Context: an optimization exercise on an open-source flow, tuned for small area. The choices shown serve that exercise and are no tape-out recipe. The RTL was checked by simulation tests, not by an equivalence proof against the original design. Power is estimated from default activity; no workload was simulated.

File: flow/config.mk
export PLATFORM = sky130hd
export DESIGN_NAME = top
export DESIGN_NICKNAME = top
export VERILOG_FILES = /design/flow/design.v
export SDC_FILE = /design/flow/constraint.sdc
export NUM_CORES = 4
export LEC_CHECK = 0
export CAP_MARGIN = 20
export CORE_MARGIN = 2
export CORE_UTILIZATION = 40
export SLEW_MARGIN = 20
File: flow/constraint.sdc
create_clock -name core_clock -period 10.0 [get_ports {clk}]
set_input_delay 2.0000 -clock core_clock [delete_from_list [all_inputs] [get_ports {clk}]]
set_output_delay 2.0000 -clock core_clock [all_outputs]
set_load 0.01 [all_outputs]
File: flow/design.v
module counters
(
  input wire rst, clk, tick, en, split,
  output wire [3:0] o_hr_0, o_hr_1, o_min_0, o_min_1, o_sec_0, o_sec_1, o_cent_0, o_cent_1
);
reg split_en;
reg [3:0] hr_0, hr_1, min_0, min_1, sec_0, sec_1, cent_0, cent_1;
always @(posedge clk or posedge rst) begin
    if (rst) begin
        hr_0 <= 4'd0;
        hr_1 <= 4'd0;
        min_0 <= 4'd0;
        min_1 <= 4'd0;
        sec_0 <= 4'd0;
        sec_1 <= 4'd0;
        cent_0 <= 4'd0;
        cent_1 <= 4'd0;
    end
    else begin
        if (tick && en) begin
            if (cent_0 == 4'd9) begin
                cent_0 <= 4'd0;
                if (cent_1 == 4'd9) begin
                    cent_1 <= 4'd0;
                    if (sec_0 == 4'd9) begin
                        sec_0 <= 4'd0;
                        if (sec_1 == 4'd5) begin
                            sec_1 <= 4'd0;
                            if (min_0 == 4'd9) begin
                                min_0 <= 4'd0;
                                if (min_1 == 4'd5) begin
                                    min_1 <= 4'd0;
                                    if (hr_0 == 4'd9) begin
                                        hr_0 <= 4'd0;
                                        if (hr_1 == 4'd9) begin
                                            hr_1 <= 4'd0;
                                        end
                                        else begin
                                            hr_1 <= hr_1 + 4'd1;
                                        end
                                    end
                                    else begin
                                        hr_0 <= hr_0 + 4'd1;
                                    end
                                end
                                else begin
                                    min_1 <= min_1 + 4'd1;
                                end
                            end
                            else begin
                                min_0 <= min_0 + 4'd1;
                            end
                        end
                        else begin
                            sec_1 <= sec_1 + 4'd1;
                        end
                    end
                    else begin
                        sec_0 <= sec_0 + 4'd1;
                    end
                end
                else begin
                    cent_1 <= cent_1 + 4'd1;
                end
            end
            else begin
                cent_0 <= cent_0 + 4'd1;
            end
        end
    end
end
assign o_hr_0 = hr_0;
assign o_hr_1 = hr_1;
assign o_min_0 = min_0;
assign o_min_1 = min_1;
assign o_sec_0 = sec_0;
assign o_sec_1 = sec_1;
assign o_cent_0 = cent_0;
assign o_cent_1 = cent_1;
endmodule
module dcm
#(parameter [31:0] CLK_DIV = 32'd1, parameter [31:0] SLOW_DIV = 32'd49)
(
  input wire rst, clk,
  output wire tick_cent, tick_500ms
);
reg [31:0] counter_clk;
reg clock, clock_500ms;
reg [31:0] counter500;
wire wrap    = (counter_clk >= CLK_DIV);
wire wrap500 = wrap && (counter500 >= SLOW_DIV);
always @(posedge clk or posedge rst) begin
  if (rst) begin
    clock <= 0;
    clock_500ms <= 0;
    counter_clk <= 0;
    counter500 <= 32'd0;
  end
  else begin
    if (wrap) begin
      clock <= ~clock;
      counter_clk <= 32'd0;
      counter500 <= counter500 + 32'd1;
      if (counter500 >= SLOW_DIV) begin
        clock_500ms <= ~clock_500ms;
        counter500 <= 32'd0;
      end
    end
    else begin
      counter_clk <= counter_clk + 32'd1;
    end
  end
end
assign tick_cent  = wrap & ~clock;
assign tick_500ms = wrap500 & ~clock_500ms;
endmodule
module dspl_drv_NexysA7 
#(parameter HALF_MS_COUNT = 3)
(
  input clock, reset,
  input [5:0] d1, d2, d3, d4, d5, d6, d7, d8,
  output reg [7:0] an, dec_cat
);
  reg ck_1KHz;
  reg [2:0] dig_selection;
  reg [4:0] selected_dig;
  reg [31:0] count_50K;
  always @(posedge clock or posedge reset)
  begin
    if (reset == 1'b1) begin
      ck_1KHz   <= 1'b0;
      count_50K <= 32'd0;
    end
    else begin
      if (count_50K == HALF_MS_COUNT-1) begin
        ck_1KHz   <= ~ck_1KHz;
        count_50K <= 32'd0;
      end
      else begin
        count_50K <= count_50K + 1;
      end
    end
  end
  wire scan_tick = (count_50K == HALF_MS_COUNT-1) && !ck_1KHz;
  always @(posedge clock or posedge reset)
  begin
    if (reset == 1'b1) begin
      dig_selection <= 3'd0;
      selected_dig  <= 5'd0;
      an            <= 8'b11111111;  
    end
    else if (scan_tick) begin
      if (dig_selection == 3'b111) begin
        dig_selection <= 3'd0;
      end
      else begin
        dig_selection <= dig_selection + 1;
      end
      case (dig_selection)
        3'd0 : begin
          selected_dig <= d1[4:0];
          an <= {7'b1111111, ~d1[5]};
        end
        3'd1 : begin
          selected_dig <= d2[4:0];
          an <= {6'b111111, ~d2[5], 1'b1};
        end
        3'd2 : begin
          selected_dig <= d3[4:0];
          an <= {5'b11111, ~d3[5], 2'b11};
        end
        3'd3 : begin
          selected_dig <= d4[4:0];
          an <= {4'b1111, ~d4[5], 3'b111};
        end
        3'd4 : begin
          selected_dig <= d5[4:0];
          an <= {3'b111, ~d5[5], 4'b1111};
        end
        3'd5 : begin
          selected_dig <= d6[4:0];
          an <= {2'b11, ~d6[5], 5'b11111};
        end
        3'd6 : begin
          selected_dig <= d7[4:0];
          an <= {1'b1, ~d7[5], 6'b111111};
        end
        default : begin
          selected_dig <= d8[4:0];
          an <= {~d8[5], 7'b1111111};
        end
      endcase
    end
  end
  always @*
  begin
    case (selected_dig[4:1])
      4'h0 : dec_cat[7:1] = 7'b0000001;
      4'h1 : dec_cat[7:1] = 7'b1001111;
      4'h2 : dec_cat[7:1] = 7'b0010010;
      4'h3 : dec_cat[7:1] = 7'b0000110;
      4'h4 : dec_cat[7:1] = 7'b1001100;
      4'h5 : dec_cat[7:1] = 7'b0100100;
      4'h6 : dec_cat[7:1] = 7'b0100000;
      4'h7 : dec_cat[7:1] = 7'b0001111;
      4'h8 : dec_cat[7:1] = 7'b0000000;
      4'h9 : dec_cat[7:1] = 7'b0000100;
      default : dec_cat[7:1] = 7'b0111000;
    endcase
    dec_cat[0] = ~selected_dig[0];
  end
endmodule
module dm
(
    input wire rst, clk, tick_500ms, splitcheck,
    input wire [3:0] hr_0, hr_1, min_0, min_1, sec_0, sec_1, cent_0, cent_1,
    output wire [7:0] an, dec_ddp
);
wire [5:0] d1, d2, d3, d4, d5, d6, d7, d8;
reg [3:0] split1, split2, split3, split4, split5, split6, split7, split8;
wire [3:0] digit1, digit2, digit3, digit4, digit5, digit6, digit7, digit8;
reg splitswitch, lightswitch;
always @(posedge clk or posedge rst) begin
  if (rst) begin
    split1 <= 4'b0;
    split2 <= 4'b0;
    split3 <= 4'b0;
    split4 <= 4'b0;
    split5 <= 4'b0;
    split6 <= 4'b0;
    split7 <= 4'b0;
    split8 <= 4'b0;
    splitswitch <= 1'b0;
  end else begin
    if (splitcheck) begin
        split1 <= cent_0;
        split2 <= cent_1;
        split3 <= sec_0;
        split4 <= sec_1;
        split5 <= min_0;
        split6 <= min_1;
        split7 <= hr_0;
        split8 <= hr_1;
        splitswitch <= ~splitswitch;
    end
   end
end
always@(posedge clk or posedge rst) begin
  if (rst) begin
    lightswitch <= 1'b1;
  end else if (tick_500ms) begin
    if (splitswitch) begin
      lightswitch <= ~lightswitch;
    end else begin
      lightswitch <= 1'b1;
    end
  end
end
assign digit1 = splitswitch ? split1 : cent_0;
assign digit2 = splitswitch ? split2 : cent_1;
assign digit3 = splitswitch ? split3 : sec_0;
assign digit4 = splitswitch ? split4 : sec_1;
assign digit5 = splitswitch ? split5 : min_0;
assign digit6 = splitswitch ? split6 : min_1;
assign digit7 = splitswitch ? split7 : hr_0;
assign digit8 = splitswitch ? split8 : hr_1;
assign d1 = ({lightswitch, digit1, 1'b0});
assign d2 = ({lightswitch, digit2, 1'b0});
assign d3 = ({lightswitch, digit3, 1'b0});
assign d4 = ({lightswitch, digit4, 1'b0}); 
assign d5 = ({lightswitch, digit5, 1'b0});
assign d6 = ({lightswitch, digit6, 1'b0}); 
assign d7 = ({lightswitch, digit7, 1'b0});
assign d8 = ({lightswitch, digit8, 1'b0}); 
dspl_drv_NexysA7 driver (
  .reset(rst), 
  .clock(clk), 
  .d1(d1), 
  .d2(d2), 
  .d3(d3), 
  .d4(d4), 
  .d5(d5), 
  .d6(d6), 
  .d7(d7), 
  .d8(d8), 
  .an(an), 
  .dec_cat(dec_ddp)
);
endmodule
module edge_detector_sintese
#(parameter [16:0] DEB = 17'd20)
(
  input clk, rst, din,
  output reg rising
);
  reg [16:0] contador;
  reg [1:0] EA;
  always @(posedge clk or posedge rst)
  begin
    if (rst == 1'b1) begin
	  EA <= 2'd0;
      rising <= 1'b0;
	  contador <= 17'd0;
    end
    else begin
      case (EA)
        2'd0 : begin
          if (din == 1'b1) begin
            contador <= 17'd0;
			EA <= 2'd1;
			rising <= 1'b1;
          end
        end
        2'd1 : begin
	      EA <= 2'd2;
	      rising <= 1'b0;
        end	
        default : begin
          if (contador > DEB) begin  
            if (din == 1'b0) begin
              EA <= 2'd0;
            end
		  end
		  else begin
		    contador <= contador + 1;
          end
        end
      endcase
    end
  end
endmodule
module top
(
    input wire clk, rst, start, stop, split,
    output wire [7:0] an, dec_ddp
);
wire start_ed, stop_ed, split_ed;
wire tick_cent, tick_500ms;
wire [3:0] o_hr_0, o_hr_1, o_min_0, o_min_1, o_sec_0, o_sec_1, o_cent_0, o_cent_1;
reg en;
edge_detector_sintese ed_start (
    .clk(clk),
    .rst(rst),
    .din(start),
    .rising(start_ed)
);
edge_detector_sintese ed_stop (
    .clk(clk),
    .rst(rst),
    .din(stop),
    .rising(stop_ed)
);
edge_detector_sintese ed_split (
    .clk(clk),
    .rst(rst),
    .din(split),
    .rising(split_ed)
);
dcm dcm (
  .rst(rst),
  .clk(clk),
  .tick_cent(tick_cent),
  .tick_500ms(tick_500ms)
);
counters counters (
    .rst(rst),
    .clk(clk),
    .tick(tick_cent),
    .o_hr_0(o_hr_0),
    .o_hr_1(o_hr_1),
    .o_min_0(o_min_0),
    .o_min_1(o_min_1),
    .o_sec_0(o_sec_0),
    .o_sec_1(o_sec_1),
    .o_cent_0(o_cent_0),
    .o_cent_1(o_cent_1),
    .split(split_ed),
    .en(en)
);
dm dm (
    .rst(rst),
    .clk(clk),
    .tick_500ms(tick_500ms),
    .splitcheck(split_ed),
    .hr_0(o_hr_0),
    .hr_1(o_hr_1),
    .min_0(o_min_0),
    .min_1(o_min_1),
    .sec_0(o_sec_0),
    .sec_1(o_sec_1),
    .cent_0(o_cent_0),
    .cent_1(o_cent_1),
    .an(an),
    .dec_ddp(dec_ddp)
);
localparam S_IDLE = 2'b00;
localparam S_RUNNING = 2'b01;
localparam S_SPLIT = 2'b10;
localparam S_STOP = 2'b11;
reg [1:0] EA;
wire splitcontrol;
always @(posedge clk or posedge rst) begin
    if (rst) begin
        EA <= S_IDLE;
    end
    else begin
        case (EA)
            S_IDLE: begin
                if (start_ed == 1) begin
                    EA <= S_RUNNING;
                end
            end
            S_RUNNING: begin
                if (stop_ed == 1) begin
                    EA <= S_STOP;
                end else if (split_ed == 1) begin
                    EA <= S_SPLIT;
                end
            end
            S_SPLIT: begin
                if (splitcontrol == 1) begin
                EA <= S_RUNNING;
                end
            end
            S_STOP: begin
                if (start_ed == 1) begin
                    EA <= S_RUNNING;
                end
            end
            default: begin EA <= S_IDLE; end
        endcase
    end
end
always @(posedge clk or posedge rst) begin
    if (rst) begin
        en <= 1'b0;
    end
    else begin
        case (EA)
            S_IDLE: begin
                en <= 1'b0;
            end
            S_RUNNING: begin
                en <= 1'b1;
            end
            S_SPLIT: begin
                en <= 1'b1;
            end
            S_STOP: begin
                en <= 1'b0;
            end
            default: begin en <= 1'b0; end
        endcase
    end
end
assign splitcontrol = ~split_ed;
endmodule
File: flow/run.sh
#!/bin/bash
# synth_recipe.tcl (not shown) runs the flow's synth.tcl, then flattens the netlist and writes it again
# the make line also repeats each setting of config.mk as NAME=value (left out here)
make -C /OpenROAD-flow-scripts/flow DESIGN_CONFIG=/design/flow/config.mk WORK_HOME=/design/flow/orfs CLKGATE_MAP_FILE= SYNTH_SCRIPT=/design/flow/synth_recipe.tcl finish
==> reports/results.ini <==
[status]
status = finished clean

[route]
viasPerCell = 5.03
drc = 0
ant_nets = 0
drt-initial-drc-count = 411
wl_um = 20200
num_vias = 7224
dr.pass1.iters = 4
routedWlPerCell_um = 14.1

[worst_setup_path]
required_ns = 8.00
path_cells = inv_1 > ha_1 > a211oi_1 > a31oi_1 > clkdlybuf4s50_1
critPathMaxStageDelay_ns = 0.55
r2r_start = dcm.counter_clk[0]$_DFF_PP0_
path_class = flip-flop to output pin
endpoint_kind = output pin
reg2reg_setup_slack_ns = 7.19
cp-start-kind = flip-flop
reg2regPathDepth = 6
regToRegEndpoint = counters.hr_1[3]$_DFFE_PP0P_
crit_fanout = 6
cp_slowest_cell = clkdlybuf4s50_1
arrival_ns = 2.10

[yosys]
synth_top_family_by_area = simple AND/OR/NAND/NOR gates
syn-instance-count = 991
synth_seq_cells = 243
synth_adder_area_share_pct = 3.16
synth-edff-count = 0
syn_area_um2 = 11100
synthSimpleGateAreaFrac_pct = 18.7
synth_warnings = 6
synth.mux.area_fraction_pct = 7.26
async_flop_share_pct = 100
synth_compound_area_share_pct = 8.38
ys.flop_type = dfrtp_1
synth_area_per_cell_um2 = 11.2
yosys.area_share.xor_xnor_pct = 4.51
ys_seq_area_share_pct = 55.0
yosys.cell_types.count = 66

[clock_network]
htreeDepth = 1
clk_latency_ns = 0.54
cts_tree = built
cts_made_buffers = 27
clk_pin_slew_ns = 0.06
cts_hold_buf = 0
clkSinkCount = 243
cts_setup_buffers = 0
cts_buffer_depth = 3
cts-root-buf = clkbuf_16
cts_resized = 0

[final_layout]
fin_nets = 1076
drive_gt1_share_pct = 12.1
final_cells = 1436
n_fill_cell = 2501
syn_to_final_growth_pct = 14.8
antennaDiodeCount = 0

[power_and_ir_drop]
total_leakage_power_nw = 5.69
p_per_area_nw_per_um2 = 204
peakVddDrop_mv = 0.165
p_total_w = 0.00259

[min_path]
hp-start = dcm.clock$_DFFE_PP0N_
worst_hold_path_type = flip-flop to flip-flop
hold_depth = 1
min_to = dcm.clock$_DFFE_PP0N_

[placed_design]
numPortBuffers = 19
hpwl_um = 13300
dp_cells = 1386
gp_congestion = 0.741
pre_cts_ws_ns = 5.83

[global_routing]
grt_pass1_vias = 7327
grt_use_total_pct = 14.9
grt_overflow = 0
grt_max_degree = 124
grt_pass1_wl_um = 36200
antenna_found_initial = 0

[floorplan]
pin_count = 21
fp.dieW_um = 170
die_area_um2 = 29000
core_area_um2 = 27100
num_rows = 60
start_util_pct = 40.9
die_height_um = 170

[timing]
fin_ws_ns = 5.90
final_hold_viol_count = 0
clock_skew_ns = 0.00901
tns_ns = 0
rsz0062_at_grt = false
holdWs_ns = 0.479
max_slew.worst_pin.slew_ns = 1.03
max_freq_mhz = 244
fin_crit_sh_pct = 41.0
finalSetupViolations = 0
finalMaxSlewViolations = 0
finalCriticalPeriod_ns = 4.10
max-slew-margin-rel_pct = 31.3

[job]
maxCapViolations = 0

## how the worst max path moves through the flow
stage | from | endpoint | slack (ns)
2_1_floorplan | rst | EA[0]$_DFFE_PP0P_ | 1.34
3_3_place_gp | rst | dm.driver.count_50K[22]$_DFF_PP0_ | 5.82
3_5_place_dp | rst | dm.driver.count_50K[22]$_DFF_PP0_ | 5.83
4_1_cts | dm.driver.selected_dig[2]$_DFFE_PP0P_ | dec_ddp[4] | 5.85
5_1_grt | dm.driver.selected_dig[2]$_DFFE_PP0P_ | dec_ddp[6] | 5.69
6_report | dm.driver.selected_dig[2]$_DFFE_PP0P_ | dec_ddp[4] | 5.90
## cell families after synthesis
family	after synthesis
adders and majority gates	28
buffers and inverters	83
DFF	243
xor gates and xnor gates	57
and+or+nand+nor	367
other	2
muxes	70
AOI/OAI and AO/OA	141
## cells in the final DEF, fill, tap and decap left out, types with 29 or more instances in the layout
master     n
dfrtp_1  234
nor2_1    78
nand2_1   57
inv_1     47
mux2_2    43
nor2b_1   41
xnor2_1   38
o21ai_0   34
nand3_1   32
nor4_1    31
conb_1    30
a21oi_1   29
## metrics by stage
step / instance area [µm²] / utilization [%]
2_1_floorplan: 11200 / -
3_3_place_gp: 11800 / 43.5
3_5_place_dp: 11800 / 43.5
4_1_cts: 12700 / 46.9
5_1_grt: 12700 / 46.9
6_report: 12700 / 46.9
## Yosys cell counts, drive strengths merged, types with 20 or more instances
| master | number | area share, % |
|---|---|---|
| inv | 48 | 1.6 |
| dfrtp | 234 | 53 |
| nor2b | 41 | 2.3 |
| nor3 | 20 | 1.0 |
| clkbuf | 22 | 0.75 |
| mux2 | 43 | 4.4 |
| nand3 | 32 | 1.4 |
| o21ai | 34 | 1.5 |
| mux2i | 23 | 2.1 |
| nand2 | 57 | 1.9 |
| nor2 | 79 | 2.7 |
| ha | 28 | 3.2 |
| nand4 | 25 | 1.5 |
| nor4 | 34 | 2.2 |
| a21oi | 29 | 1.3 |
| xnor2 | 38 | 3.0 |
## flip-flops by register name (all words and copies together) (netlist names), 8 cells and up
| register | flops |
|---|---|
| ed_split.contador | 17 |
| ed_stop.contador | 17 |
| dm.driver.an | 8 |
| dm.driver.count_50K | 32 |
| dcm.counter500 | 32 |
| ed_start.contador | 17 |
| dcm.counter_clk | 32 |
## cell type report
| class | instances | area [µm²] | area share (%) |
|---|---|---|---|
| clock inverter | 11 | 158 | 1.24 |
| timing repair buffer | 30 | 273 | 2.15 |
| sequential | 243 | 6090 | 47.9 |
| tap | 372 | 465 | 3.66 |
| multi-input combinational | 693 | 4780 | 37.6 |
| clock buffer | 39 | 761 | 5.98 |
| inverter | 48 | 188 | 1.48 |
## routing by layer
layer / vias up / wire length [µm] / GRT usage, %
li1: 3588 / - / -
met2: 92 / 9320 / 24.0
met1: 3519 / 9760 / 21.2
met3: 25 / 778 / 2.44
met5: - / 0 / 0
met4: 0 / 340 / 3.79
## critical path, delay by kind of cell, from the launching register on
kind | cells | cell delay, ns
AOI/OAI and AO/OA | 2 | 0.23
adders and majority gates | 1 | 0.21
buffers and inverters | 2 | 0.71
DFF | 1 | 0.41
## power breakdown
group,switching (W),internal [W]
Combinational,0.000222,0.000197
Clock,0.000398,0.000610
Sequential,0.0000907,0.00107

## re-timing with driven ports
In the flow no input, the clock included, has a driving cell. The finished layout below was timed again as built, in two steps. Step 1 (the two cells are an assumption about what drives the block):
set clk [get_ports {clk}]
set_driving_cell -lib_cell sky130_fd_sc_hd__clkbuf_16 $clk
set_driving_cell -lib_cell sky130_fd_sc_hd__buf_2 [delete_from_list [all_inputs] $clk]
Step 2 moves the port delays by t, midway between the first and last clock arrival at a register: inputs arrive t later, outputs are due t later. That takes back most of the time a late clock gives input paths. Slacks: no drivers / after step 1 / after step 2; pairs: no drivers / after step 1.
shift t [ns]: 0.587
setup slack, ns: 5.897 / 5.847 / 5.959
worst setup path after step 2: input, reset recovery
After both steps this run still meets setup and hold. The setup slack of this run moves by -0.050 ns with the drivers and by +0.062 ns with both steps. Setup slack includes reset recovery checks.
